From an optimization exercise on the open Yosys and OpenROAD flow, aimed at small area, a short achievable clock period and few clock cycles; shortcuts taken in it are not production practice. Where RTL was checked, it was by simulation tests only, not by an equivalence proof against the original. The RTL of run 4 was laid out without a check of its function.

`design.v`:
```
module maxfinder(clk, rst, start, x1, x2, x3, x4, eps, done, result);
input clk, start, rst;
input [4:0] x1, x2, x3, x4, eps;
output done;
output [4:0] result;
reg active;    
reg ph2;       
reg lx;        
reg [3:0] v1, v2, v3, v4;
wire signed [4:0] a1, a2, a3, a4;
wire nactive = !active;
mf_sel sel1 (x1, {1'b0, v1}, nactive, active, a1);
mf_sel sel2 (x2, {1'b0, v2}, nactive, active, a2);
mf_sel sel3 (x3, {1'b0, v3}, nactive, active, a3);
mf_sel sel4 (x4, {1'b0, v4}, nactive, active, a4);
wire [3:0] n1, n2, n3, n4;
wire t1s1;
wire t1c2;
mf_fa t1f0 (a2[0], a3[0], a4[0], t1s1, t1c2);
wire t1s3;
wire t1c4;
mf_fa t1f1 (a2[1], a3[1], a4[1], t1s3, t1c4);
wire t1s5;
wire t1c6;
mf_fa t1f2 (a2[2], a3[2], a4[2], t1s5, t1c6);
wire t1s7;
wire t1c8;
mf_fa t1f3 (a2[3], a3[3], a4[3], t1s7, t1c8);
wire t1s9;
wire t1c10;
mf_fa t1f4 (a2[4], a3[4], a4[4], t1s9, t1c10);
wire [6:0] t1 = {t1s9, t1s9, t1s9, t1s7, t1s5, t1s3, t1s1} + {t1c10, t1c10, t1c8, t1c6, t1c4, t1c2, 1'b0};
wire p1_11;
assign p1_11 = eps[0] & t1[0];
wire p1_12;
assign p1_12 = eps[0] & t1[1];
wire p1_13;
assign p1_13 = eps[0] & t1[2];
wire p1_14;
assign p1_14 = eps[0] & t1[3];
wire p1_15;
assign p1_15 = eps[0] & t1[4];
wire p1_16;
assign p1_16 = eps[0] & t1[5];
wire p1_17;
assign p1_17 = ~(eps[0] & t1[6]);
wire p1_18;
assign p1_18 = eps[1] & t1[0];
wire p1_19;
assign p1_19 = eps[1] & t1[1];
wire p1_20;
assign p1_20 = eps[1] & t1[2];
wire p1_21;
assign p1_21 = eps[1] & t1[3];
wire p1_22;
assign p1_22 = eps[1] & t1[4];
wire p1_23;
assign p1_23 = eps[1] & t1[5];
wire p1_24;
assign p1_24 = ~(eps[1] & t1[6]);
wire p1_25;
assign p1_25 = eps[2] & t1[0];
wire p1_26;
assign p1_26 = eps[2] & t1[1];
wire p1_27;
assign p1_27 = eps[2] & t1[2];
wire p1_28;
assign p1_28 = eps[2] & t1[3];
wire p1_29;
assign p1_29 = eps[2] & t1[4];
wire p1_30;
assign p1_30 = eps[2] & t1[5];
wire p1_31;
assign p1_31 = ~(eps[2] & t1[6]);
wire p1_32;
assign p1_32 = eps[3] & t1[0];
wire p1_33;
assign p1_33 = eps[3] & t1[1];
wire p1_34;
assign p1_34 = eps[3] & t1[2];
wire p1_35;
assign p1_35 = eps[3] & t1[3];
wire p1_36;
assign p1_36 = eps[3] & t1[4];
wire p1_37;
assign p1_37 = eps[3] & t1[5];
wire p1_38;
assign p1_38 = ~(eps[3] & t1[6]);
wire [10:0] e1 = {{3{a1[4]}}, a1, 3'b000} + 11'd80;
wire s1_s39;
wire s1_c40;
mf_ha s1_h40 (e1[3], p1_32, s1_s39, s1_c40);
wire s1_s41;
wire s1_c42;
mf_fa s1_f42 (e1[4], ~t1[0], p1_33, s1_s41, s1_c42);
wire s1_s43;
wire s1_c44;
mf_ha s1_h44 (p1_27, p1_21, s1_s43, s1_c44);
wire s1_s45;
wire s1_c46;
mf_fa s1_f46 (e1[5], ~t1[1], p1_34, s1_s45, s1_c46);
wire s1_s47;
wire s1_c48;
mf_fa s1_f48 (p1_28, p1_22, p1_16, s1_s47, s1_c48);
wire s1_s49;
wire s1_c50;
mf_fa s1_f50 (e1[6], ~t1[2], p1_35, s1_s49, s1_c50);
wire s1_s51;
wire s1_c52;
mf_fa s1_f52 (p1_29, p1_23, p1_17, s1_s51, s1_c52);
wire s1_s53;
wire s1_c54;
mf_fa s1_f54 (e1[7], ~t1[3], p1_36, s1_s53, s1_c54);
wire s1_s55;
wire s1_c56;
mf_ha s1_h56 (p1_30, p1_24, s1_s55, s1_c56);
wire s1_s57;
wire s1_c58;
mf_fa s1_f58 (e1[8], ~t1[4], p1_37, s1_s57, s1_c58);
wire s1_s59;
wire s1_c60;
mf_ha s1_h60 (p1_26, p1_20, s1_s59, s1_c60);
wire s1_s61;
wire s1_c62;
mf_fa s1_f62 (s1_c40, p1_15, s1_s41, s1_s61, s1_c62);
wire s1_s63;
wire s1_c64;
mf_fa s1_f64 (s1_c42, s1_c44, s1_s45, s1_s63, s1_c64);
wire s1_s65;
wire s1_c66;
mf_fa s1_f66 (s1_c46, s1_s49, s1_c48, s1_s65, s1_c66);
wire s1_s67;
wire s1_c68;
mf_fa s1_f68 (s1_c50, s1_s53, s1_s55, s1_s67, s1_c68);
wire s1_s69;
wire s1_c70;
mf_fa s1_f70 (s1_c54, p1_31, s1_s57, s1_s69, s1_c70);
wire s1_s71;
wire s1_c72;
mf_fa s1_f72 (e1[9], ~t1[5], s1_c58, s1_s71, s1_c72);
wire s1_s73;
wire s1_c74;
mf_ha s1_h74 (p1_25, p1_19, s1_s73, s1_c74);
wire s1_s75;
wire s1_c76;
mf_fa s1_f76 (s1_s39, p1_14, s1_s59, s1_s75, s1_c76);
wire s1_s77;
wire s1_c78;
mf_fa s1_f78 (s1_c60, s1_s43, s1_s61, s1_s77, s1_c78);
wire s1_s79;
wire s1_c80;
mf_fa s1_f80 (s1_c62, s1_s47, s1_s63, s1_s79, s1_c80);
wire s1_s81;
wire s1_c82;
mf_fa s1_f82 (s1_c64, s1_s65, s1_s51, s1_s81, s1_c82);
wire s1_s83;
wire s1_c84;
mf_fa s1_f84 (s1_c66, s1_c52, s1_s67, s1_s83, s1_c84);
wire s1_s85;
wire s1_c86;
mf_fa s1_f86 (s1_c56, s1_s69, s1_c68, s1_s85, s1_c86);
wire s1_s87;
wire s1_c88;
mf_fa s1_f88 (p1_38, s1_c70, s1_s71, s1_s87, s1_c88);
wire s1_s89;
wire s1_c90;
mf_fa s1_f90 (e1[10], t1[6], s1_c72, s1_s89, s1_c90);
wire [10:0] s1_ = {s1_c88, s1_c86, s1_c84, s1_c82, s1_c80, s1_c78, s1_c76, s1_c74, s1_s73, p1_18, p1_11} + {s1_s89, s1_s87, s1_s85, s1_s83, s1_s81, s1_s79, s1_s77, s1_s75, p1_13, p1_12, 1'b0};
assign n1 = s1_[10] ? 4'd0 : s1_[6:3];
wire t2s91;
wire t2c92;
mf_fa t2f0 (a1[0], a3[0], a4[0], t2s91, t2c92);
wire t2s93;
wire t2c94;
mf_fa t2f1 (a1[1], a3[1], a4[1], t2s93, t2c94);
wire t2s95;
wire t2c96;
mf_fa t2f2 (a1[2], a3[2], a4[2], t2s95, t2c96);
wire t2s97;
wire t2c98;
mf_fa t2f3 (a1[3], a3[3], a4[3], t2s97, t2c98);
wire t2s99;
wire t2c100;
mf_fa t2f4 (a1[4], a3[4], a4[4], t2s99, t2c100);
wire [6:0] t2 = {t2s99, t2s99, t2s99, t2s97, t2s95, t2s93, t2s91} + {t2c100, t2c100, t2c98, t2c96, t2c94, t2c92, 1'b0};
wire p2_101;
assign p2_101 = eps[0] & t2[0];
wire p2_102;
assign p2_102 = eps[0] & t2[1];
wire p2_103;
assign p2_103 = eps[0] & t2[2];
wire p2_104;
assign p2_104 = eps[0] & t2[3];
wire p2_105;
assign p2_105 = eps[0] & t2[4];
wire p2_106;
assign p2_106 = eps[0] & t2[5];
wire p2_107;
assign p2_107 = ~(eps[0] & t2[6]);
wire p2_108;
assign p2_108 = eps[1] & t2[0];
wire p2_109;
assign p2_109 = eps[1] & t2[1];
wire p2_110;
assign p2_110 = eps[1] & t2[2];
wire p2_111;
assign p2_111 = eps[1] & t2[3];
wire p2_112;
assign p2_112 = eps[1] & t2[4];
wire p2_113;
assign p2_113 = eps[1] & t2[5];
wire p2_114;
assign p2_114 = ~(eps[1] & t2[6]);
wire p2_115;
assign p2_115 = eps[2] & t2[0];
wire p2_116;
assign p2_116 = eps[2] & t2[1];
wire p2_117;
assign p2_117 = eps[2] & t2[2];
wire p2_118;
assign p2_118 = eps[2] & t2[3];
wire p2_119;
assign p2_119 = eps[2] & t2[4];
wire p2_120;
assign p2_120 = eps[2] & t2[5];
wire p2_121;
assign p2_121 = ~(eps[2] & t2[6]);
wire p2_122;
assign p2_122 = eps[3] & t2[0];
wire p2_123;
assign p2_123 = eps[3] & t2[1];
wire p2_124;
assign p2_124 = eps[3] & t2[2];
wire p2_125;
assign p2_125 = eps[3] & t2[3];
wire p2_126;
assign p2_126 = eps[3] & t2[4];
wire p2_127;
assign p2_127 = eps[3] & t2[5];
wire p2_128;
assign p2_128 = ~(eps[3] & t2[6]);
wire [10:0] e2 = {{3{a2[4]}}, a2, 3'b000} + 11'd80;
wire s2_s129;
wire s2_c130;
mf_ha s2_h130 (e2[3], p2_122, s2_s129, s2_c130);
wire s2_s131;
wire s2_c132;
mf_fa s2_f132 (e2[4], ~t2[0], p2_123, s2_s131, s2_c132);
wire s2_s133;
wire s2_c134;
mf_ha s2_h134 (p2_117, p2_111, s2_s133, s2_c134);
wire s2_s135;
wire s2_c136;
mf_fa s2_f136 (e2[5], ~t2[1], p2_124, s2_s135, s2_c136);
wire s2_s137;
wire s2_c138;
mf_fa s2_f138 (p2_118, p2_112, p2_106, s2_s137, s2_c138);
wire s2_s139;
wire s2_c140;
mf_fa s2_f140 (e2[6], ~t2[2], p2_125, s2_s139, s2_c140);
wire s2_s141;
wire s2_c142;
mf_fa s2_f142 (p2_119, p2_113, p2_107, s2_s141, s2_c142);
wire s2_s143;
wire s2_c144;
mf_fa s2_f144 (e2[7], ~t2[3], p2_126, s2_s143, s2_c144);
wire s2_s145;
wire s2_c146;
mf_ha s2_h146 (p2_120, p2_114, s2_s145, s2_c146);
wire s2_s147;
wire s2_c148;
mf_fa s2_f148 (e2[8], ~t2[4], p2_127, s2_s147, s2_c148);
wire s2_s149;
wire s2_c150;
mf_ha s2_h150 (p2_116, p2_110, s2_s149, s2_c150);
wire s2_s151;
wire s2_c152;
mf_fa s2_f152 (s2_c130, p2_105, s2_s131, s2_s151, s2_c152);
wire s2_s153;
wire s2_c154;
mf_fa s2_f154 (s2_c132, s2_c134, s2_s135, s2_s153, s2_c154);
wire s2_s155;
wire s2_c156;
mf_fa s2_f156 (s2_c136, s2_s139, s2_c138, s2_s155, s2_c156);
wire s2_s157;
wire s2_c158;
mf_fa s2_f158 (s2_c140, s2_s143, s2_s145, s2_s157, s2_c158);
wire s2_s159;
wire s2_c160;
mf_fa s2_f160 (s2_c144, p2_121, s2_s147, s2_s159, s2_c160);
wire s2_s161;
wire s2_c162;
mf_fa s2_f162 (e2[9], ~t2[5], s2_c148, s2_s161, s2_c162);
wire s2_s163;
wire s2_c164;
mf_ha s2_h164 (p2_115, p2_109, s2_s163, s2_c164);
wire s2_s165;
wire s2_c166;
mf_fa s2_f166 (s2_s129, p2_104, s2_s149, s2_s165, s2_c166);
wire s2_s167;
wire s2_c168;
mf_fa s2_f168 (s2_c150, s2_s133, s2_s151, s2_s167, s2_c168);
wire s2_s169;
wire s2_c170;
mf_fa s2_f170 (s2_c152, s2_s137, s2_s153, s2_s169, s2_c170);
wire s2_s171;
wire s2_c172;
mf_fa s2_f172 (s2_c154, s2_s155, s2_s141, s2_s171, s2_c172);
wire s2_s173;
wire s2_c174;
mf_fa s2_f174 (s2_c156, s2_c142, s2_s157, s2_s173, s2_c174);
wire s2_s175;
wire s2_c176;
mf_fa s2_f176 (s2_c146, s2_s159, s2_c158, s2_s175, s2_c176);
wire s2_s177;
wire s2_c178;
mf_fa s2_f178 (p2_128, s2_c160, s2_s161, s2_s177, s2_c178);
wire s2_s179;
wire s2_c180;
mf_fa s2_f180 (e2[10], t2[6], s2_c162, s2_s179, s2_c180);
wire [10:0] s2_ = {s2_c178, s2_c176, s2_c174, s2_c172, s2_c170, s2_c168, s2_c166, s2_c164, s2_s163, p2_108, p2_101} + {s2_s179, s2_s177, s2_s175, s2_s173, s2_s171, s2_s169, s2_s167, s2_s165, p2_103, p2_102, 1'b0};
assign n2 = s2_[10] ? 4'd0 : s2_[6:3];
wire t3s181;
wire t3c182;
mf_fa t3f0 (a1[0], a2[0], a4[0], t3s181, t3c182);
wire t3s183;
wire t3c184;
mf_fa t3f1 (a1[1], a2[1], a4[1], t3s183, t3c184);
wire t3s185;
wire t3c186;
mf_fa t3f2 (a1[2], a2[2], a4[2], t3s185, t3c186);
wire t3s187;
wire t3c188;
mf_fa t3f3 (a1[3], a2[3], a4[3], t3s187, t3c188);
wire t3s189;
wire t3c190;
mf_fa t3f4 (a1[4], a2[4], a4[4], t3s189, t3c190);
wire [6:0] t3 = {t3s189, t3s189, t3s189, t3s187, t3s185, t3s183, t3s181} + {t3c190, t3c190, t3c188, t3c186, t3c184, t3c182, 1'b0};
wire p3_191;
assign p3_191 = eps[0] & t3[0];
wire p3_192;
assign p3_192 = eps[0] & t3[1];
wire p3_193;
assign p3_193 = eps[0] & t3[2];
wire p3_194;
assign p3_194 = eps[0] & t3[3];
wire p3_195;
assign p3_195 = eps[0] & t3[4];
wire p3_196;
assign p3_196 = eps[0] & t3[5];
wire p3_197;
assign p3_197 = ~(eps[0] & t3[6]);
wire p3_198;
assign p3_198 = eps[1] & t3[0];
wire p3_199;
assign p3_199 = eps[1] & t3[1];
wire p3_200;
assign p3_200 = eps[1] & t3[2];
wire p3_201;
assign p3_201 = eps[1] & t3[3];
wire p3_202;
assign p3_202 = eps[1] & t3[4];
wire p3_203;
assign p3_203 = eps[1] & t3[5];
wire p3_204;
assign p3_204 = ~(eps[1] & t3[6]);
wire p3_205;
assign p3_205 = eps[2] & t3[0];
wire p3_206;
assign p3_206 = eps[2] & t3[1];
wire p3_207;
assign p3_207 = eps[2] & t3[2];
wire p3_208;
assign p3_208 = eps[2] & t3[3];
wire p3_209;
assign p3_209 = eps[2] & t3[4];
wire p3_210;
assign p3_210 = eps[2] & t3[5];
wire p3_211;
assign p3_211 = ~(eps[2] & t3[6]);
wire p3_212;
assign p3_212 = eps[3] & t3[0];
wire p3_213;
assign p3_213 = eps[3] & t3[1];
wire p3_214;
assign p3_214 = eps[3] & t3[2];
wire p3_215;
assign p3_215 = eps[3] & t3[3];
wire p3_216;
assign p3_216 = eps[3] & t3[4];
wire p3_217;
assign p3_217 = eps[3] & t3[5];
wire p3_218;
assign p3_218 = ~(eps[3] & t3[6]);
wire [10:0] e3 = {{3{a3[4]}}, a3, 3'b000} + 11'd80;
wire s3_s219;
wire s3_c220;
mf_ha s3_h220 (e3[3], p3_212, s3_s219, s3_c220);
wire s3_s221;
wire s3_c222;
mf_fa s3_f222 (e3[4], ~t3[0], p3_213, s3_s221, s3_c222);
wire s3_s223;
wire s3_c224;
mf_ha s3_h224 (p3_207, p3_201, s3_s223, s3_c224);
wire s3_s225;
wire s3_c226;
mf_fa s3_f226 (e3[5], ~t3[1], p3_214, s3_s225, s3_c226);
wire s3_s227;
wire s3_c228;
mf_fa s3_f228 (p3_208, p3_202, p3_196, s3_s227, s3_c228);
wire s3_s229;
wire s3_c230;
mf_fa s3_f230 (e3[6], ~t3[2], p3_215, s3_s229, s3_c230);
wire s3_s231;
wire s3_c232;
mf_fa s3_f232 (p3_209, p3_203, p3_197, s3_s231, s3_c232);
wire s3_s233;
wire s3_c234;
mf_fa s3_f234 (e3[7], ~t3[3], p3_216, s3_s233, s3_c234);
wire s3_s235;
wire s3_c236;
mf_ha s3_h236 (p3_210, p3_204, s3_s235, s3_c236);
wire s3_s237;
wire s3_c238;
mf_fa s3_f238 (e3[8], ~t3[4], p3_217, s3_s237, s3_c238);
wire s3_s239;
wire s3_c240;
mf_ha s3_h240 (p3_206, p3_200, s3_s239, s3_c240);
wire s3_s241;
wire s3_c242;
mf_fa s3_f242 (s3_c220, p3_195, s3_s221, s3_s241, s3_c242);
wire s3_s243;
wire s3_c244;
mf_fa s3_f244 (s3_c222, s3_c224, s3_s225, s3_s243, s3_c244);
wire s3_s245;
wire s3_c246;
mf_fa s3_f246 (s3_c226, s3_s229, s3_c228, s3_s245, s3_c246);
wire s3_s247;
wire s3_c248;
mf_fa s3_f248 (s3_c230, s3_s233, s3_s235, s3_s247, s3_c248);
wire s3_s249;
wire s3_c250;
mf_fa s3_f250 (s3_c234, p3_211, s3_s237, s3_s249, s3_c250);
wire s3_s251;
wire s3_c252;
mf_fa s3_f252 (e3[9], ~t3[5], s3_c238, s3_s251, s3_c252);
wire s3_s253;
wire s3_c254;
mf_ha s3_h254 (p3_205, p3_199, s3_s253, s3_c254);
wire s3_s255;
wire s3_c256;
mf_fa s3_f256 (s3_s219, p3_194, s3_s239, s3_s255, s3_c256);
wire s3_s257;
wire s3_c258;
mf_fa s3_f258 (s3_c240, s3_s223, s3_s241, s3_s257, s3_c258);
wire s3_s259;
wire s3_c260;
mf_fa s3_f260 (s3_c242, s3_s227, s3_s243, s3_s259, s3_c260);
wire s3_s261;
wire s3_c262;
mf_fa s3_f262 (s3_c244, s3_s245, s3_s231, s3_s261, s3_c262);
wire s3_s263;
wire s3_c264;
mf_fa s3_f264 (s3_c246, s3_c232, s3_s247, s3_s263, s3_c264);
wire s3_s265;
wire s3_c266;
mf_fa s3_f266 (s3_c236, s3_s249, s3_c248, s3_s265, s3_c266);
wire s3_s267;
wire s3_c268;
mf_fa s3_f268 (p3_218, s3_c250, s3_s251, s3_s267, s3_c268);
wire s3_s269;
wire s3_c270;
mf_fa s3_f270 (e3[10], t3[6], s3_c252, s3_s269, s3_c270);
wire [10:0] s3_ = {s3_c268, s3_c266, s3_c264, s3_c262, s3_c260, s3_c258, s3_c256, s3_c254, s3_s253, p3_198, p3_191} + {s3_s269, s3_s267, s3_s265, s3_s263, s3_s261, s3_s259, s3_s257, s3_s255, p3_193, p3_192, 1'b0};
assign n3 = s3_[10] ? 4'd0 : s3_[6:3];
wire t4s271;
wire t4c272;
mf_fa t4f0 (a1[0], a2[0], a3[0], t4s271, t4c272);
wire t4s273;
wire t4c274;
mf_fa t4f1 (a1[1], a2[1], a3[1], t4s273, t4c274);
wire t4s275;
wire t4c276;
mf_fa t4f2 (a1[2], a2[2], a3[2], t4s275, t4c276);
wire t4s277;
wire t4c278;
mf_fa t4f3 (a1[3], a2[3], a3[3], t4s277, t4c278);
wire t4s279;
wire t4c280;
mf_fa t4f4 (a1[4], a2[4], a3[4], t4s279, t4c280);
wire [6:0] t4 = {t4s279, t4s279, t4s279, t4s277, t4s275, t4s273, t4s271} + {t4c280, t4c280, t4c278, t4c276, t4c274, t4c272, 1'b0};
wire p4_281;
assign p4_281 = eps[0] & t4[0];
wire p4_282;
assign p4_282 = eps[0] & t4[1];
wire p4_283;
assign p4_283 = eps[0] & t4[2];
wire p4_284;
assign p4_284 = eps[0] & t4[3];
wire p4_285;
assign p4_285 = eps[0] & t4[4];
wire p4_286;
assign p4_286 = eps[0] & t4[5];
wire p4_287;
assign p4_287 = ~(eps[0] & t4[6]);
wire p4_288;
assign p4_288 = eps[1] & t4[0];
wire p4_289;
assign p4_289 = eps[1] & t4[1];
wire p4_290;
assign p4_290 = eps[1] & t4[2];
wire p4_291;
assign p4_291 = eps[1] & t4[3];
wire p4_292;
assign p4_292 = eps[1] & t4[4];
wire p4_293;
assign p4_293 = eps[1] & t4[5];
wire p4_294;
assign p4_294 = ~(eps[1] & t4[6]);
wire p4_295;
assign p4_295 = eps[2] & t4[0];
wire p4_296;
assign p4_296 = eps[2] & t4[1];
wire p4_297;
assign p4_297 = eps[2] & t4[2];
wire p4_298;
assign p4_298 = eps[2] & t4[3];
wire p4_299;
assign p4_299 = eps[2] & t4[4];
wire p4_300;
assign p4_300 = eps[2] & t4[5];
wire p4_301;
assign p4_301 = ~(eps[2] & t4[6]);
wire p4_302;
assign p4_302 = eps[3] & t4[0];
wire p4_303;
assign p4_303 = eps[3] & t4[1];
wire p4_304;
assign p4_304 = eps[3] & t4[2];
wire p4_305;
assign p4_305 = eps[3] & t4[3];
wire p4_306;
assign p4_306 = eps[3] & t4[4];
wire p4_307;
assign p4_307 = eps[3] & t4[5];
wire p4_308;
assign p4_308 = ~(eps[3] & t4[6]);
wire [10:0] e4 = {{3{a4[4]}}, a4, 3'b000} + 11'd80;
wire s4_s309;
wire s4_c310;
mf_ha s4_h310 (e4[3], p4_302, s4_s309, s4_c310);
wire s4_s311;
wire s4_c312;
mf_fa s4_f312 (e4[4], ~t4[0], p4_303, s4_s311, s4_c312);
wire s4_s313;
wire s4_c314;
mf_ha s4_h314 (p4_297, p4_291, s4_s313, s4_c314);
wire s4_s315;
wire s4_c316;
mf_fa s4_f316 (e4[5], ~t4[1], p4_304, s4_s315, s4_c316);
wire s4_s317;
wire s4_c318;
mf_fa s4_f318 (p4_298, p4_292, p4_286, s4_s317, s4_c318);
wire s4_s319;
wire s4_c320;
mf_fa s4_f320 (e4[6], ~t4[2], p4_305, s4_s319, s4_c320);
wire s4_s321;
wire s4_c322;
mf_fa s4_f322 (p4_299, p4_293, p4_287, s4_s321, s4_c322);
wire s4_s323;
wire s4_c324;
mf_fa s4_f324 (e4[7], ~t4[3], p4_306, s4_s323, s4_c324);
wire s4_s325;
wire s4_c326;
mf_ha s4_h326 (p4_300, p4_294, s4_s325, s4_c326);
wire s4_s327;
wire s4_c328;
mf_fa s4_f328 (e4[8], ~t4[4], p4_307, s4_s327, s4_c328);
wire s4_s329;
wire s4_c330;
mf_ha s4_h330 (p4_296, p4_290, s4_s329, s4_c330);
wire s4_s331;
wire s4_c332;
mf_fa s4_f332 (s4_c310, p4_285, s4_s311, s4_s331, s4_c332);
wire s4_s333;
wire s4_c334;
mf_fa s4_f334 (s4_c312, s4_c314, s4_s315, s4_s333, s4_c334);
wire s4_s335;
wire s4_c336;
mf_fa s4_f336 (s4_c316, s4_s319, s4_c318, s4_s335, s4_c336);
wire s4_s337;
wire s4_c338;
mf_fa s4_f338 (s4_c320, s4_s323, s4_s325, s4_s337, s4_c338);
wire s4_s339;
wire s4_c340;
mf_fa s4_f340 (s4_c324, p4_301, s4_s327, s4_s339, s4_c340);
wire s4_s341;
wire s4_c342;
mf_fa s4_f342 (e4[9], ~t4[5], s4_c328, s4_s341, s4_c342);
wire s4_s343;
wire s4_c344;
mf_ha s4_h344 (p4_295, p4_289, s4_s343, s4_c344);
wire s4_s345;
wire s4_c346;
mf_fa s4_f346 (s4_s309, p4_284, s4_s329, s4_s345, s4_c346);
wire s4_s347;
wire s4_c348;
mf_fa s4_f348 (s4_c330, s4_s313, s4_s331, s4_s347, s4_c348);
wire s4_s349;
wire s4_c350;
mf_fa s4_f350 (s4_c332, s4_s317, s4_s333, s4_s349, s4_c350);
wire s4_s351;
wire s4_c352;
mf_fa s4_f352 (s4_c334, s4_s335, s4_s321, s4_s351, s4_c352);
wire s4_s353;
wire s4_c354;
mf_fa s4_f354 (s4_c336, s4_c322, s4_s337, s4_s353, s4_c354);
wire s4_s355;
wire s4_c356;
mf_fa s4_f356 (s4_c326, s4_s339, s4_c338, s4_s355, s4_c356);
wire s4_s357;
wire s4_c358;
mf_fa s4_f358 (p4_308, s4_c340, s4_s341, s4_s357, s4_c358);
wire s4_s359;
wire s4_c360;
mf_fa s4_f360 (e4[10], t4[6], s4_c342, s4_s359, s4_c360);
wire [10:0] s4_ = {s4_c358, s4_c356, s4_c354, s4_c352, s4_c350, s4_c348, s4_c346, s4_c344, s4_s343, p4_288, p4_281} + {s4_s359, s4_s357, s4_s355, s4_s353, s4_s351, s4_s349, s4_s347, s4_s345, p4_283, p4_282, 1'b0};
assign n4 = s4_[10] ? 4'd0 : s4_[6:3];
function lt2(input f1, f2, f3, f4);
    lt2 = !((f1 & (f2 | f3 | f4)) | (f2 & (f3 | f4)) | (f3 & f4));
endfunction
wire z1 = |v1, z2 = |v2, z3 = |v3, z4 = |v4;
wire g12 = v1 > v2, e12 = v1 == v2;
wire g34 = v3 > v4, e34 = v3 == v4;
wire [3:0] w12 = g12 ? v1 : v2;
wire [3:0] w34 = g34 ? v3 : v4;
wire gf = w12 > w34, ef = w12 == w34;
wire [3:0] vmax = gf ? w12 : w34;
wire u1 = gf & g12;
wire u2 = gf & !g12 & !e12;
wire u3 = !gf & !ef & g34;
wire u4 = !gf & !ef & !g34 & !e34;
wire uniq = u1 | u2 | u3 | u4;
wire [5:0] sv = v1 + v2 + v3 + v4;
wire known = (eps[3] & eps[2] & eps[1]) | (eps[3] & (!uniq | ({vmax, 1'b0} > sv)));
wire k1 = lx ? z1 : u1;
wire k2 = lx ? z2 : u2;
wire k3 = lx ? z3 : u3;
wire k4 = lx ? z4 : u4;
assign done = active & (ph2 | lx | known | lt2(z1, z2, z3, z4));
assign result = ({5{k1}} & x1) | ({5{k2}} & x2) | ({5{k3}} & x3) | ({5{k4}} & x4);
always @(posedge clk) begin
    v1 <= n1; v2 <= n2; v3 <= n3; v4 <= n4;
    lx <= !active & lt2(|a1, |a2, |a3, |a4);
    if (rst) begin
        active <= 1'b0;
        ph2 <= 1'b0;
    end else begin
        active <= active ? !done : start;
        ph2 <= active & !done;
    end
end
endmodule
module mf_fa(input a, b, c, output s, co);
assign s = a ^ b ^ c;
assign co = (a & b) | (a & c) | (b & c);
endmodule
module mf_sel(input [4:0] x, y, input nsx, sy, output [4:0] a);
assign a = (x & {5{nsx}}) | (y & {5{sy}});
endmodule
module mf_ha(input a, b, output s, co);
assign s = a ^ b;
assign co = a & b;
endmodule
```
`flow/run.sh`:
```
#!/bin/bash
export BUFFER_PORTS_ARGS="-buffer_cell sky130_fd_sc_hd__buf_2"
cp standard.sh standard_copy.sh.txt
bash standard.sh > standard.log 2>&1
```
`standard.sh`:
```
#!/bin/bash
# synth_recipe.tcl (not shown) runs the flow's synth.tcl, then flattens the netlist and writes it again
# the make line also repeats each setting of config.mk as NAME=value (left out here)
make -C /OpenROAD-flow-scripts/flow DESIGN_CONFIG=/design/flow/config.mk WORK_HOME=/design/flow/orfs CLKGATE_MAP_FILE= SYNTH_SCRIPT=/design/flow/synth_recipe.tcl "${@:-finish}"
```
`config.mk`:
```
export PLATFORM = sky130hd
export DESIGN_NAME = maxfinder
export DESIGN_NICKNAME = maxfinder
export VERILOG_FILES = /design/flow/design.v
export SDC_FILE = /design/flow/constraint.sdc
export NUM_CORES = 4
export LEC_CHECK = 0
export CAP_MARGIN = 20
export CORE_MARGIN = 2
export CORE_UTILIZATION = 40
export SLEW_MARGIN = 20
export SYNTH_HIERARCHICAL = 1
export SYNTH_MINIMUM_KEEP_SIZE = 0
```
`constraint.sdc`:
```
create_clock -name core_clock -period 9.0 [get_ports {clk}]
set_input_delay 1.8000 -clock core_clock [delete_from_list [all_inputs] [get_ports {clk}]]
set_output_delay 1.8000 -clock core_clock [all_outputs]
set_load 0.01 [all_outputs]
```
==> results of run 1 <==
-- cell usage in the layout, fill, tap and decap left out, types with 2 or more instances in the layout --
cell type  Yosys  final
fa_1         116    116
and2_1        99     99
ha_1          97     97
inv_1         61     61
nand2_1       44     44
a21oi_1       39     39
buf_2          1     32
xnor2_1       30     30
nor2_1        23     23
a22o_1        20     20
dfxtp_1       19     19
nand3_1       16     16
o2111ai_1     13     13
mux2i_1       12     12
nor3_1        12     12
xor2_1        12     12
a21o_1        10     10
o21ai_0        8      8
nand4_1        7      7
o21ai_1        7      7
nor3b_1        6      6
or4_1          5      5
a221o_1        5      5
a31oi_1        5      5
a211oi_1       5      5
o211ai_1       4      4
conb_1         1      4
nor2b_1        3      3
o21bai_1       3      3
nor4b_1        3      3
clkbuf_16      0      3
o31ai_1        2      2
or4_4          2      2
nor4_1         2      2
-- per-module statistics from Yosys (local to each module, per instance) --
module	copies in the design	flops+latches	cell area (um^2)
maxfinder	1	19	4339
mf_sel	4	0	43.79
mf_fa	104	0	20.02
mf_ha	20	0	12.51
-- layer usage --
| layer | vias to the layer above | share of wire (%) | global-route usage [%] |
|---|---|---|---|
| met1 | 2714 | 45 | 29.13 |
| li1 | 2533 | - | - |
| met4 | 0 | 2.0 | 5.088 |
| met2 | 135 | 49 | 35.73 |
| met5 | - | 0 | 0 |
| met3 | 28 | 4.2 | 2.027 |
-- worst min-delay path, delay by kind of cell, from the launching register on --
family | cells | cell delay [ns]
and+or+nand+nor | 2 | 0.18
DFF | 1 | 0.31
AOI/OAI and AO/OA | 1 | 0.05
-- through the flow --
step | hold slack (ns) | util, % | std cells
3_5_place_dp | 0.5723 | 43.57 | 960
6_report | 0.5906 | 44.05 | 964
4_1_cts | 0.5830 | 44.05 | 964
2_1_floorplan | 0.5239 | - | 719
3_3_place_gp | 0.5700 | 43.57 | 960
5_1_grt | 0.6109 | 44.05 | 964
-- final cells by class --
cell class	instances	area, um^2
multi-input combinational	628	6206
clock inverter	1	5.005
clock buffer	3	75.07
tap	220	275.3
fill	1638	9311
sequential	19	380.4
timing repair buffer	32	160.2
inverter	61	229.0
-- state kept, by name, indices dropped and copies added, names as in the netlist --
name,count
active,1
ph2,1
lx,1
v1,4
v2,4
v4,4
v3,4
-- cells by family after synthesis --
family / count (synthesis) / synth area share [%]
compound gates: 129 / 13.16
flops: 19 / 5.555
simple gates: 227 / 18.35
fa+ha+maj: 214 / 51.79
mux: 12 / 1.754
buf+inv: 72 / 3.966
other cells: 1 / 0.05477
xor+xnor: 42 / 5.373
-- how the worst max path moves through the flow --
stage | endpoint | slack [ns] | cells after the start
floorplan | v2[1] | 2.69 | 17
global placement | v2[1] | 2.07 | 18
detailed placement | v4[1] | 1.98 | 18
CTS | done | 2.00 | 19
global route | done | 1.66 | 19
finish | done | 2.01 | 19
==> results.json, run 1 <==
{
  "outcome": "complete, no violations",
  "worstPathArrival_ns": 5.19,
  "syn_area_um2": 6847,
  "post-cts-setup-buffers": 0,
  "synth_edf_count": 0,
  "post_synth_num_cell_types": 48,
  "fin_worst_skew_ns": 0.004765,
  "regToRegSetupSlack_ns": 2.31,
  "min_period_ns": 6.991,
  "grt.total_usage_pct": 21.07,
  "clock_latency_ns": 0.26,
  "max_stage_delay_ns": 0.54,
  "drt_iter0_drc": 362,
  "ys_top_cells_by_area": "fa_1 34%, ha_1 18%, and2_1 9.0%",
  "clk_pin_slew_ns": 0.06,
  "crit_path_start": "v2[1]",
  "cts_tree": "built",
  "hpwlAfterDp_um": 14860,
  "place_area_um2": 7251,
  "drive_gt1_share_pct": 5.645,
  "path_class": "flop to primary output",
  "ctsResizeCount": 0,
  "timing.fmax_ghz": 0.1430,
  "crit_family": "compound AO/OA/AOI/OAI gates",
  "grt_pass1_wl_um": 30380,
  "root_buffer": "clkbuf_16",
  "grt_max_degree": 32,
  "layout.nets": 986,
  "cp_num_buf_inv": 3,
  "start_util_pct": 41.14,
  "ys_seq_area_share_pct": 5.556,
  "num_rows": 47,
  "synthCells": 716,
  "critPathCaptureType": "primary output",
  "drtPass1Iterations": 5,
  "tns_ns": 0,
  "synth_common_cells": "116 x fa_1, 99 x and2_1, 97 x ha_1",
  "async_flop_share_pct": 0,
  "place.port_buffers": 32,
  "ys.flop_type": "dfxtp_1",
  "io_pins": 34,
  "worst_ep_required_time_ns": 7.20,
  "grt_pass1_vias": 5976,
  "fp.dieArea_um2": 18180,
  "dieHeight_um": 134.8,
  "drc_errors": 0,
  "min_path_type": "flop to flop",
  "worstPathCellList": "inv_1 > ha_1 > nor2b_1 > o211ai_2 > a21boi_1 > mux2i_1 > inv_1 > ha_1 > nor2b_1 > o31a_1 > o21ai_1 > mux2i_1 > ha_1 > nand2_1 > or3_1 > a32oi_1 > o21ai_1 > a31o_1 > buf_2",
  "design_area_um2": 7331,
  "routed_wl_um": 18030,
  "fin_crit_sh_pct": 77.67,
  "numCtsBuffers": 3,
  "slew_headroom_pct": 35.28,
  "area_growth_pct": 7.072,
  "synth_top_cell_by_area": "fa_1",
  "drv_slew": 0,
  "reg2reg_from": "active",
  "worstPathMaxFanout": 5,
  "tightest_slew_ns": 0.9619,
  "htreeDepth": 1,
  "cts_hold_buf": 0,
  "yosysTopAreaCellShare_pct": 33.92,
  "syn_avg_cell_area_um2": 9.562,
  "min_to": "ph2",
  "cpMaxStageDelayCell": "dfxtp_1",
  "clkSinkCount": 19,
  "vias": 5410,
  "yosysWarnings": 7,
  "ctsLongestPathBuffers": 2,
  "coreArea_um2": 16640,
  "post-synth-top-count-cell": "fa_1",
  "die_w_um": 134.8,
  "setup_ws_ns": 2.009,
  "whs_path_depth": 3,
  "ys_seq_elements": 19,
  "hold_viol": 0,
  "worst_path_most_repeated_cell": "ha_1",
  "overflow": 0,
  "post-place-ws_ns": 1.981,
  "setup-violations-final": 0,
  "rr_endpoint": "v4[1]",
  "post_drt_via_cell_ratio": 5.612,
  "ant_nets": 0,
  "wl_per_cell_um": 18.71,
  "reg2regPathDepth": 18,
  "diodes": 0,
  "rsz0062_at_grt": "false",
  "hp-start": "ph2",
  "place_congestion": 0.8852,
  "drv_cap": 0,
  "antenna_found_initial": 0,
  "start_kind": "flop"
}
Testbench counts, summed over its fixed seeds: cycles 3,201.
==> run 2: changes to the inputs <==
--- a/config.mk
+++ b/config.mk
@@ -9,4 +9,5 @@
 export CORE_MARGIN = 2
 export CORE_UTILIZATION = 40
+export SETUP_SLACK_MARGIN = 2.4
 export SLEW_MARGIN = 20
 export SYNTH_HIERARCHICAL = 1
==> run 2 against run 1 <==
Largest cell class unchanged. Wire length up 1.2%. Worst hold slack improved by 0.00082 ns. Cell area increased by 4.8%. Critical path depth decreased by 1. Non-clock buffer count up 8. Core utilization grew 2.1 points. Highest routed layer unchanged. Die area is the same. Still clean.
==> results.json, run 2 <==
{
  "outcome": "complete, no violations",
  "drive_gt1_share_pct": 14.36,
  "clock_latency_ns": 0.26,
  "reg2regPathDepth": 18,
  "fin_cells": 972,
  "setup-violations-final": 0,
  "io_pins": 34,
  "syn_area_um2": 6847,
  "final_util_pct": 46.17,
  "drtPass1Iterations": 4,
  "path_class": "primary input to flop",
  "critPathCaptureType": "flop",
  "regToRegSetupSlack_ns": 3.00,
  "placedCellCount": 960,
  "start_util_pct": 41.14,
  "tightest_slew_ns": 0.9325,
  "ys_top_cells_by_area": "fa_1 34%, ha_1 18%, and2_1 9.0%",
  "diodes": 0,
  "fin_worst_skew_ns": 0.004656,
  "antenna_found_initial": 0,
  "rr_endpoint": "v3[2]",
  "cts_hold_buf": 0,
  "numCtsBuffers": 3,
  "overflow": 0,
  "critPathCapture": "v3[2]",
  "place_congestion": 0.8852,
  "grt.total_usage_pct": 21.14,
  "reg2reg_from": "active",
  "drc_errors": 0,
  "slew_headroom_pct": 37.26,
  "grt_pass1_vias": 5988,
  "max_stage_delay_ns": 0.54,
  "clk_pin_slew_ns": 0.06,
  "dieHeight_um": 134.8,
  "ys.flop_type": "dfxtp_1",
  "ys_seq_area_share_pct": 5.556,
  "coreArea_um2": 16640,
  "hold_viol": 0,
  "worst_path_most_repeated_cell": "fa_1",
  "post_synth_num_cell_types": 48,
  "timing.fmax_ghz": 0.1562,
  "yosysTopAreaCellShare_pct": 33.92,
  "crit_path_start": "x4[1]",
  "ctsLongestPathBuffers": 2,
  "worst_ep_required_time_ns": 9.19,
  "rsz0062_at_grt": "true",
  "area_growth_pct": 12.23,
  "worstPathMaxFanout": 7,
  "place_area_um2": 7251,
  "synthCells": 716,
  "post_drt_via_cell_ratio": 5.604,
  "cpMaxStageDelayCell": "fa_1",
  "min_path_type": "flop to flop",
  "fp.dieArea_um2": 18180,
  "synth_common_cells": "116 x fa_1, 99 x and2_1, 97 x ha_1",
  "htreeDepth": 1,
  "die_w_um": 134.8,
  "cts_tree": "built",
  "design_area_um2": 7684,
  "ys_seq_elements": 19,
  "yosysWarnings": 7,
  "async_flop_share_pct": 0,
  "clkSinkCount": 19,
  "layout.nets": 994,
  "min_period_ns": 6.400,
  "wl_per_cell_um": 18.77,
  "final_common_cell": "fa_1",
  "fin_crit_sh_pct": 71.12,
  "synth_top_cell_by_area": "fa_1",
  "syn_avg_cell_area_um2": 9.562,
  "drv_cap": 0,
  "root_buffer": "clkbuf_16",
  "vias": 5447,
  "grt_max_degree": 32,
  "start_kind": "primary input",
  "num_rows": 47,
  "place.port_buffers": 32,
  "grt_pass1_wl_um": 30430,
  "worstPathCellList": "buf_2 > a22o_2 > fa_1 > ha_1 > fa_1 > a21o_1 > a21oi_2 > xnor2_2 > and2_1 > fa_1 > fa_1 > fa_1 > ha_1 > nand2_1 > nor3_1 > a21oi_1 > xnor2_2 > and2_1",
  "worstPathArrival_ns": 6.59,
  "hpwlAfterDp_um": 14860,
  "ant_nets": 0,
  "drt_iter0_drc": 370,
  "synth_edf_count": 0,
  "final_cell_mix": "114 x fa_1, 98 x and2_1, 97 x ha_1",
  "drv_slew": 0,
  "tns_ns": 0,
  "post-synth-top-count-cell": "fa_1",
  "routed_wl_um": 18240
}
## run 2: stage by stage
stage | setup slack [ns] | hold WS, ns
finish | 2.600 | 0.5914
global route | 2.396 | 0.6109
CTS | 2.374 | 0.5830
detailed placement | 1.981 | 0.5723
global placement | 2.070 | 0.5700
floorplan | 2.690 | 0.5239
## run 2: cells by family after synthesis
group           Yosys count  share of synthesized area (%)
other cells               1                        0.05477
buf+inv                  72                          3.966
fa+ha+maj               214                          51.79
mux                      12                          1.754
compound gates          129                          13.16
flops                    19                          5.555
xor+xnor                 42                          5.373
simple gates            227                          18.35
## run 2: layer usage
metal	share of wire (%)	track usage (%)	up-vias
met5	0	0	-
met4	2.0	5.322	0
met3	4.9	2.027	26
met2	49	35.67	144
met1	44	29.28	2720
li1	-	-	2557
## run 2: per-module statistics from Yosys (local to each module, per instance)
module / area (um^2) / copies in the design / flops+latches
mf_ha: 12.51 / 20 / 0
mf_fa: 20.02 / 104 / 0
maxfinder: 4339 / 1 / 19
mf_sel: 43.79 / 4 / 0
## run 2: area by class of cell
| cell class | count | area [um^2] |
|---|---|---|
| Multi-Input combinational cell | 628 | 6487 |
| Timing Repair Buffer | 40 | 220.2 |
| Inverter | 61 | 229.0 |
| Clock buffer | 3 | 75.07 |
| Fill cell | 1610 | 8959 |
| Tap cell | 220 | 275.3 |
| Clock inverter | 1 | 5.005 |
| Sequential cell | 19 | 391.6 |
## run 2: how the worst min path moves through the flow
stage                     from  end  slack, ns  depth (start not counted)
after floorplan            ph2  ph2       0.52                          3
after global placement     ph2  ph2       0.57                          3
after detailed placement   ph2  ph2       0.57                          3
after CTS                  ph2  ph2       0.58                          3
after global routing       ph2  ph2       0.61                          3
final                      ph2  ph2       0.59                          3
## run 2: timing repair
item                                    CTS  global route
pin swaps                                 3            12
gates cloned                              0             0
setup buffers                             0             8
endpoints found under the setup margin   14            17
resized for setup                        16            51
## run 2: worst max-delay path: cells and delay by family
| kind | cells | cell delay (ns) |
|---|---|---|
| AO/OA/AOI/OAI | 4 | 0.84 |
| XOR/XNOR | 2 | 0.37 |
| adder cells (fa/ha/maj) | 7 | 2.82 |
| buffers and inverters | 1 | 0.12 |
| AND/OR/NAND/NOR | 4 | 0.65 |
==> run 3: changes to the inputs <==
--- a/config.mk
+++ b/config.mk
@@ -7,6 +7,9 @@
 export LEC_CHECK = 0
 export CAP_MARGIN = 20
+export CELL_PAD_IN_SITES_DETAIL_PLACEMENT = 0
+export CELL_PAD_IN_SITES_GLOBAL_PLACEMENT = 0
 export CORE_MARGIN = 2
 export CORE_UTILIZATION = 40
+export PLACE_DENSITY = 0.8
 export SETUP_SLACK_MARGIN = 2.4
 export SLEW_MARGIN = 20
==> run 3 against run 2 <==
Register-to-register slack got worse by 0.16 ns. Worst setup slack got worse by 0.027 ns. Cell count decreased by 0.41%. Core utilization decreased by 0.34 points. Critical endpoint is now v4[1]. Clock skew is 0.0024 ns lower. Critical path depth unchanged. Cell area is 0.73% lower. Sequential share of layout area is essentially flat.
==> results.json, run 3 <==
{
  "whs_path_depth": 3,
  "use_met2_pct": 33.95,
  "hp-start": "ph2",
  "drt_iter0_drc": 333,
  "reg2reg_from": "active",
  "clock_latency_ns": 0.26,
  "rr_endpoint": "v4[1]",
  "syn_area_um2": 6847,
  "ant_nets": 0,
  "min_path_type": "flop to flop",
  "reg2regPathDepth": 18,
  "cts_hold_buf": 0,
  "ys_seq_area_share_pct": 5.556,
  "fin_worst_skew_ns": 0.002229,
  "dieHeight_um": 134.8,
  "post-synth-top-count-cell": "fa_1",
  "drive_gt1_share_pct": 12.97,
  "cp_num_buf_inv": 1,
  "cts_tree": "built",
  "regToRegSetupSlack_ns": 2.84,
  "cpMaxStageDelayCell": "fa_1",
  "min_period_ns": 6.427,
  "slew_headroom_pct": 44.63,
  "grt_pass1_wl_um": 28280,
  "fp.dieArea_um2": 18180,
  "fin_crit_sh_pct": 71.41,
  "worstPathArrival_ns": 6.60,
  "register_area_um2": 386.6,
  "io_pins": 34,
  "tightest_slew_ns": 0.8297,
  "start_kind": "primary input",
  "wl_per_cell_um": 17.78,
  "num_rows": 47,
  "multiInputGateArea_um2": 6467,
  "final_cell_mix": "112 x fa_1, 97 x and2_1, 97 x ha_1",
  "start_util_pct": 41.14,
  "critPathCapture": "v4[1]",
  "worstPathMaxFanout": 6,
  "numCtsBuffers": 3,
  "use_met3_pct": 1.989,
  "place.port_buffers": 32,
  "area_growth_pct": 11.40,
  "final_common_cell": "fa_1",
  "critPathCaptureType": "flop",
  "syn_avg_cell_area_um2": 9.562,
  "ctsLongestPathBuffers": 2,
  "path_class": "primary input to flop",
  "busiest_layer": "met2",
  "hpwlAfterDp_um": 13340,
  "ys_seq_elements": 19,
  "synth_edf_count": 0,
  "cp.depth": 18,
  "max_stage_delay_ns": 0.52,
  "routed_wl_um": 17210,
  "grt_max_degree": 32,
  "crit_path_start": "x1[1]",
  "drv_cap": 0,
  "fill_cells": 1543,
  "timing.hold.ws_ns": 0.5927,
  "synth_common_cells": "116 x fa_1, 99 x and2_1, 97 x ha_1",
  "synthCells": 716,
  "ys_top_cells_by_area": "fa_1 34%, ha_1 18%, and2_1 9.0%",
  "antenna_found_initial": 0,
  "layout.nets": 990,
  "grt_pass1_vias": 5818,
  "async_flop_share_pct": 0,
  "timing.fmax_ghz": 0.1556,
  "post_drt_via_cell_ratio": 5.714,
  "clk_pin_slew_ns": 0.06,
  "die_w_um": 134.8,
  "drc_errors": 0,
  "worst_path_most_repeated_cell": "fa_1",
  "hold_viol": 0,
  "rsz0062_at_grt": "false",
  "worstPathCellList": "buf_2 > a22o_4 > fa_1 > ha_1 > fa_2 > a21o_1 > a21oi_2 > xnor2_2 > and2_4 > fa_1 > fa_1 > fa_1 > ha_1 > nand2_1 > nor3_1 > a21oi_1 > xnor2_2 > nor4b_2",
  "drv_slew": 0,
  "post_synth_num_cell_types": 48,
  "diodes": 0,
  "yosysTopAreaCellShare_pct": 33.92,
  "crit_family": "adder cells",
  "outcome": "complete, no violations",
  "place_congestion": 0.9060,
  "grt.total_usage_pct": 19.28,
  "coreArea_um2": 16640,
  "yosysWarnings": 7,
  "setup-violations-final": 0,
  "root_buffer": "clkbuf_16",
  "worst_ep_required_time_ns": 9.17,
  "htreeDepth": 1,
  "ys.flop_type": "dfxtp_1",
  "drtPass1Iterations": 6,
  "grt_use_met1_pct": 25.08,
  "vias": 5531,
  "overflow": 0,
  "tns_ns": 0,
  "synth_top_cell_by_area": "fa_1",
  "clkSinkCount": 19
}
-- run 3: cell counts after synthesis --
Identical to the previous run, type by type.
-- run 3: modules after synthesis (local to each module, per instance) --
module | times used | cells inside | area (um^2) | flip-flops and latches
mf_sel | 4 | 5 | 43.79 | 0
maxfinder | 1 | 572 | 4339 | 19
mf_fa | 104 | 1 | 20.02 | 0
mf_ha | 20 | 1 | 12.51 | 0
-- run 3: layout make-up --
class                           instances  area share (%)
Multi-Input combinational cell        628           84.79
Sequential cell                        19           5.069
Tap cell                              220           3.609
Inverter                               61           3.002
Timing Repair Buffer                   36           2.493
Clock buffer                            4           1.033
-- run 3: cell families (layout without fill, tap and decap cells) --
group,Yosys count,in the layout,share of synthesized area [%]
AO/OA/AOI/OAI,129,129,13.16
XOR/XNOR,42,42,5.373
adder cells (fa/ha/maj),214,214,51.79
buffers and inverters,72,101,3.966
flip-flops,19,19,5.555
multiplexers,12,12,1.754
other,1,4,0.05477
AND/OR/NAND/NOR,227,227,18.35
-- run 3: worst min-delay path by stage --
stage | to | slack, ns
3_3_place_gp | ph2 | 0.61
5_1_grt | ph2 | 0.64
3_5_place_dp | ph2 | 0.59
4_1_cts | ph2 | 0.58
6_report | ph2 | 0.59
2_1_floorplan | ph2 | 0.52
-- run 3: worst min-delay path: cells and delay by family (launching register included) --
family	cells	cell delay, ns
AO/OA/AOI/OAI	1	0.04
flip-flops	1	0.31
AND/OR/NAND/NOR	2	0.19
-- run 3: layer usage --
layer,vias up,share of wire (%)
li1,2549,-
met1,2724,41
met2,213,50
met3,45,6.7
met4,0,2.5
met5,-,0
-- run 3: repair_timing --
item	4_1_cts	5_1_grt
endpoints found under the setup margin	11	17
buffers inserted	2	2
gates resized for setup	14	47
pin swaps	2	5
-- run 3: through the flow --
stage | util (%) | instance area (um^2) | std cells | setup WS, ns
after floorplan | - | 6858 | 719 | 2.690
after global placement | 43.57 | 7251 | 960 | 2.034
after detailed placement | 43.57 | 7251 | 960 | 2.018
after CTS | 44.46 | 7400 | 966 | 2.447
after global routing | 45.83 | 7627 | 968 | 2.333
final | 45.83 | 7627 | 968 | 2.573
==> run 4: changes to the inputs <==
--- a/design.v
+++ b/design.v
@@ -7,12 +7,16 @@
 reg ph2;       
 reg lx;        
-reg [3:0] v1, v2, v3, v4;
-wire signed [4:0] a1, a2, a3, a4;
-wire nactive = !active;
-mf_sel sel1 (x1, {1'b0, v1}, nactive, active, a1);
-mf_sel sel2 (x2, {1'b0, v2}, nactive, active, a2);
-mf_sel sel3 (x3, {1'b0, v3}, nactive, active, a3);
-mf_sel sel4 (x4, {1'b0, v4}, nactive, active, a4);
+reg [3:0] r1, r2, r3, r4;    
+reg q1, q2, q3, q4;          
+wire [3:0] v1 = q1 ? 4'd0 : r1;
+wire [3:0] v2 = q2 ? 4'd0 : r2;
+wire [3:0] v3 = q3 ? 4'd0 : r3;
+wire [3:0] v4 = q4 ? 4'd0 : r4;
+wire signed [4:0] a1 = active ? {1'b0, v1} : x1;
+wire signed [4:0] a2 = active ? {1'b0, v2} : x2;
+wire signed [4:0] a3 = active ? {1'b0, v3} : x3;
+wire signed [4:0] a4 = active ? {1'b0, v4} : x4;
 wire [3:0] n1, n2, n3, n4;
+wire m1, m2, m3, m4;
 wire t1s1;
 wire t1c2;
@@ -167,5 +171,6 @@
 mf_fa s1_f90 (e1[10], t1[6], s1_c72, s1_s89, s1_c90);
 wire [10:0] s1_ = {s1_c88, s1_c86, s1_c84, s1_c82, s1_c80, s1_c78, s1_c76, s1_c74, s1_s73, p1_18, p1_11} + {s1_s89, s1_s87, s1_s85, s1_s83, s1_s81, s1_s79, s1_s77, s1_s75, p1_13, p1_12, 1'b0};
-assign n1 = s1_[10] ? 4'd0 : s1_[6:3];
+assign n1 = s1_[6:3];
+assign m1 = s1_[10];
 wire t2s91;
 wire t2c92;
@@ -320,5 +325,6 @@
 mf_fa s2_f180 (e2[10], t2[6], s2_c162, s2_s179, s2_c180);
 wire [10:0] s2_ = {s2_c178, s2_c176, s2_c174, s2_c172, s2_c170, s2_c168, s2_c166, s2_c164, s2_s163, p2_108, p2_101} + {s2_s179, s2_s177, s2_s175, s2_s173, s2_s171, s2_s169, s2_s167, s2_s165, p2_103, p2_102, 1'b0};
-assign n2 = s2_[10] ? 4'd0 : s2_[6:3];
+assign n2 = s2_[6:3];
+assign m2 = s2_[10];
 wire t3s181;
 wire t3c182;
@@ -473,5 +479,6 @@
 mf_fa s3_f270 (e3[10], t3[6], s3_c252, s3_s269, s3_c270);
 wire [10:0] s3_ = {s3_c268, s3_c266, s3_c264, s3_c262, s3_c260, s3_c258, s3_c256, s3_c254, s3_s253, p3_198, p3_191} + {s3_s269, s3_s267, s3_s265, s3_s263, s3_s261, s3_s259, s3_s257, s3_s255, p3_193, p3_192, 1'b0};
-assign n3 = s3_[10] ? 4'd0 : s3_[6:3];
+assign n3 = s3_[6:3];
+assign m3 = s3_[10];
 wire t4s271;
 wire t4c272;
@@ -626,5 +633,6 @@
 mf_fa s4_f360 (e4[10], t4[6], s4_c342, s4_s359, s4_c360);
 wire [10:0] s4_ = {s4_c358, s4_c356, s4_c354, s4_c352, s4_c350, s4_c348, s4_c346, s4_c344, s4_s343, p4_288, p4_281} + {s4_s359, s4_s357, s4_s355, s4_s353, s4_s351, s4_s349, s4_s347, s4_s345, p4_283, p4_282, 1'b0};
-assign n4 = s4_[10] ? 4'd0 : s4_[6:3];
+assign n4 = s4_[6:3];
+assign m4 = s4_[10];
 function lt2(input f1, f2, f3, f4);
     lt2 = !((f1 & (f2 | f3 | f4)) | (f2 & (f3 | f4)) | (f3 & f4));
@@ -643,5 +651,5 @@
 wire uniq = u1 | u2 | u3 | u4;
 wire [5:0] sv = v1 + v2 + v3 + v4;
-wire known = (eps[3] & eps[2] & eps[1]) | (eps[3] & (!uniq | ({vmax, 1'b0} > sv)));
+wire known = eps[3] & (!uniq | ({vmax, 1'b0} > sv));
 wire k1 = lx ? z1 : u1;
 wire k2 = lx ? z2 : u2;
@@ -651,5 +659,6 @@
 assign result = ({5{k1}} & x1) | ({5{k2}} & x2) | ({5{k3}} & x3) | ({5{k4}} & x4);
 always @(posedge clk) begin
-    v1 <= n1; v2 <= n2; v3 <= n3; v4 <= n4;
+    r1 <= n1; r2 <= n2; r3 <= n3; r4 <= n4;
+    q1 <= m1; q2 <= m2; q3 <= m3; q4 <= m4;
     lx <= !active & lt2(|a1, |a2, |a3, |a4);
     if (rst) begin
@@ -666,7 +675,4 @@
 assign co = (a & b) | (a & c) | (b & c);
 endmodule
-module mf_sel(input [4:0] x, y, input nsx, sy, output [4:0] a);
-assign a = (x & {5{nsx}}) | (y & {5{sy}});
-endmodule
 module mf_ha(input a, b, output s, co);
 assign s = a ^ b;
--- a/config.mk
+++ b/config.mk
@@ -7,10 +7,6 @@
 export LEC_CHECK = 0
 export CAP_MARGIN = 20
-export CELL_PAD_IN_SITES_DETAIL_PLACEMENT = 0
-export CELL_PAD_IN_SITES_GLOBAL_PLACEMENT = 0
 export CORE_MARGIN = 2
 export CORE_UTILIZATION = 40
-export PLACE_DENSITY = 0.8
-export SETUP_SLACK_MARGIN = 2.4
 export SLEW_MARGIN = 20
 export SYNTH_HIERARCHICAL = 1
==> run 4 against run 3 <==
Global-route usage up 0.56 points. Non-clock buffer count shrank 1. Clock skew fell by 0.00093 ns. Still clean on timing, DRC and antenna. Maximum frequency decreased by 9.8%.
==> results.json, run 4 <==
{
  "outcome": "complete, no violations",
  "worstPathMaxFanout": 9,
  "drv_cap": 0,
  "worst_ep_required_time_ns": 7.20,
  "synthCells": 718,
  "final_cell_mix": "114 x fa_1, 99 x ha_1, 88 x and2_1",
  "crit_family": "simple AND/OR/NAND/NOR gates",
  "ys.flop_type": "dfxtp_1",
  "tns_ns": 0,
  "post-place-ws_ns": 2.079,
  "grt_pass1_vias": 5801,
  "post_synth_num_cell_types": 60,
  "diodes": 0,
  "min_path_type": "flop to flop",
  "final_util_pct": 43.47,
  "drt_iter0_drc": 290,
  "rsz0062_at_grt": "false",
  "min_period_ns": 7.128,
  "setup_ws_ns": 1.872,
  "clk_pin_slew_ns": 0.06,
  "place_area_um2": 7415,
  "cts_hold_buf": 0,
  "post-cts-setup-buffers": 0,
  "yosysWarnings": 7,
  "grt_pass1_wl_um": 28970,
  "start_util_pct": 40.83,
  "path_class": "flop to primary output",
  "timing.hold.ws_ns": 0.7639,
  "synth_top_cell_by_area": "fa_1",
  "drtPass1Iterations": 4,
  "ys_seq_area_share_pct": 6.542,
  "vias": 5279,
  "tightest_slew_ns": 1.030,
  "wl_per_cell_um": 17.83,
  "io_pins": 34,
  "post_drt_via_cell_ratio": 5.476,
  "fill_cells": 1659,
  "slew_headroom_pct": 29.35,
  "htreeDepth": 1,
  "worstPathArrival_ns": 5.33,
  "hold_viol": 0,
  "clock_latency_ns": 0.26,
  "grt.total_usage_pct": 19.84,
  "start_kind": "flop",
  "place_congestion": 0.9086,
  "critPathCaptureType": "primary output",
  "setup-violations-final": 0,
  "drive_gt1_share_pct": 8.796,
  "die_w_um": 136.6,
  "coreArea_um2": 17240,
  "ctsLongestPathBuffers": 2,
  "ys_seq_elements": 23,
  "max_stage_delay_ns": 0.49,
  "cpMaxStageDelayCell": "nor2b_1",
  "synth_common_cells": "114 x fa_1, 99 x ha_1, 88 x and2_1",
  "yosysTopAreaCellShare_pct": 32.43,
  "hpwlAfterDp_um": 14430,
  "ys_top_cells_by_area": "fa_1 32%, ha_1 18%, and2_1 7.8%",
  "drc_errors": 0,
  "worstPathCellList": "nand2b_1 > ha_1 > nor2b_1 > a221o_1 > nor2b_1 > mux2_2 > ha_1 > nor2b_1 > o21ai_1 > a32o_1 > nor3b_1 > a21oi_1 > ha_1 > nand2_1 > o311ai_0 > nand3b_1 > and2_1 > buf_2",
  "overflow": 0,
  "synth_edf_count": 0,
  "cts_tree": "built",
  "grt_max_degree": 31,
  "syn_avg_cell_area_um2": 9.802,
  "timing.fmax_ghz": 0.1403,
  "async_flop_share_pct": 0,
  "post-synth-top-count-cell": "fa_1",
  "dieHeight_um": 136.6,
  "layout.nets": 981,
  "area_growth_pct": 6.471,
  "numCtsBuffers": 3,
  "fin_worst_skew_ns": 0.001295,
  "drv_slew": 0,
  "clkSinkCount": 23,
  "ctsResizeCount": 0,
  "fp.dieArea_um2": 18670,
  "ant_nets": 0,
  "antenna_found_initial": 0,
  "root_buffer": "clkbuf_16",
  "final_common_cell": "fa_1",
  "fin_crit_sh_pct": 79.20,
  "design_area_um2": 7493,
  "cp_num_buf_inv": 1,
  "routed_wl_um": 17190,
  "num_rows": 48,
  "syn_area_um2": 7038,
  "place.port_buffers": 32
}
## run 4: per-layer routing
| metal | vias to the layer above | wire length [um] | track usage [%] |
|---|---|---|---|
| met4 | 0 | 338 | 4.803 |
| met1 | 2646 | 7702 | 27.05 |
| li1 | 2474 | - | - |
| met5 | - | 0 | 0 |
| met2 | 135 | 8404 | 33.97 |
| met3 | 24 | 742 | 1.852 |
## run 4: through the flow
| stage | instances |
|---|---|
| floorplan | 718 |
| global placement | 959 |
| detailed placement | 960 |
| CTS | 964 |
| global route | 964 |
| finish | 964 |
## run 4: kinds of logic (layout without fill, tap and decap cells)
group / after synthesis / count (layout) / synth area share [%]
xor gates and xnor gates: 44 / 44 / 5.476
AOI/OAI and AO/OA: 110 / 110 / 10.58
DFF: 23 / 23 / 6.542
adders and majority gates: 215 / 215 / 50.33
muxes: 28 / 28 / 4.284
buffers and inverters: 73 / 94 / 4.142
and+or+nand+nor: 225 / 225 / 18.65
## run 4: path summary, 6_finish.rpt
kind / cells past startpoint / slack, ns / to / start
max: 18 / 1.87 / done / q2
min: 3 / 0.76 / ph2 / active
max reg2reg: 16 / 3.24 / q4 / active
min reg2reg: 3 / 0.76 / ph2 / active
## run 4: layout make-up
| cell class | count | area (um^2) | share of cell area, % |
|---|---|---|---|
| flip-flops and latches | 23 | 460.4 | 6.145 |
| repair buffers | 35 | 180.2 | 2.404 |
| clock buffers | 4 | 78.83 | 1.052 |
| multi-input cells | 622 | 6286 | 83.89 |
| well taps | 225 | 281.5 | 3.757 |
| inverters | 55 | 206.4 | 2.755 |
## run 4: Yosys stat by module (local to each module, per instance)
module     flip-flops and latches  times used
mf_fa                           0         104
maxfinder                      23           1
mf_ha                           0          20
## run 4: tightest hold or removal path: cells and delay by family (launching register included)
family / cells / cell delay, ns
DFF: 1 / 0.30
buffers and inverters: 1 / 0.23
and+or+nand+nor: 2 / 0.19

==> what the ideal ports hide <==
The flow's constraints put no driver on any port. The routed layouts listed below were extracted and timed again, unchanged, in two steps.
Step 1: set_driving_cell puts a clkbuf_16 on clk and a buf_2 on each other input, an assumption about the parent block.
Step 2 moves the port delays by t, midway between the first and last clock arrival at a register: inputs arrive t later, outputs are due t later. That takes back most of the time a late clock gives input paths.
Slacks: ideal ports / drivers / drivers and shift; pairs: ideal ports / drivers.
run | t, ns | setup slack, ns | latest minus earliest clock arrival (ns) | worst data-port slew with drivers (ns)
run 1 | 0.295 | 2.009 / 1.973 / 1.915 | 0.004 / 0.005 | 0.04
run 2 | 0.295 | 2.600 / 2.612 / 2.317 | 0.004 / 0.004 | 0.04
run 3 | 0.287 | 2.573 / 2.549 / 2.295 | 0.003 / 0.002 | 0.03
run 4 | 0.297 | 1.872 / 1.833 / 2.014 | 0.001 / 0.001 | 0.05
After both steps setup and hold are still met in every run listed. The setup slack of run 2, which loses most, moves by +0.012 ns with the drivers and by -0.283 ns with both steps.
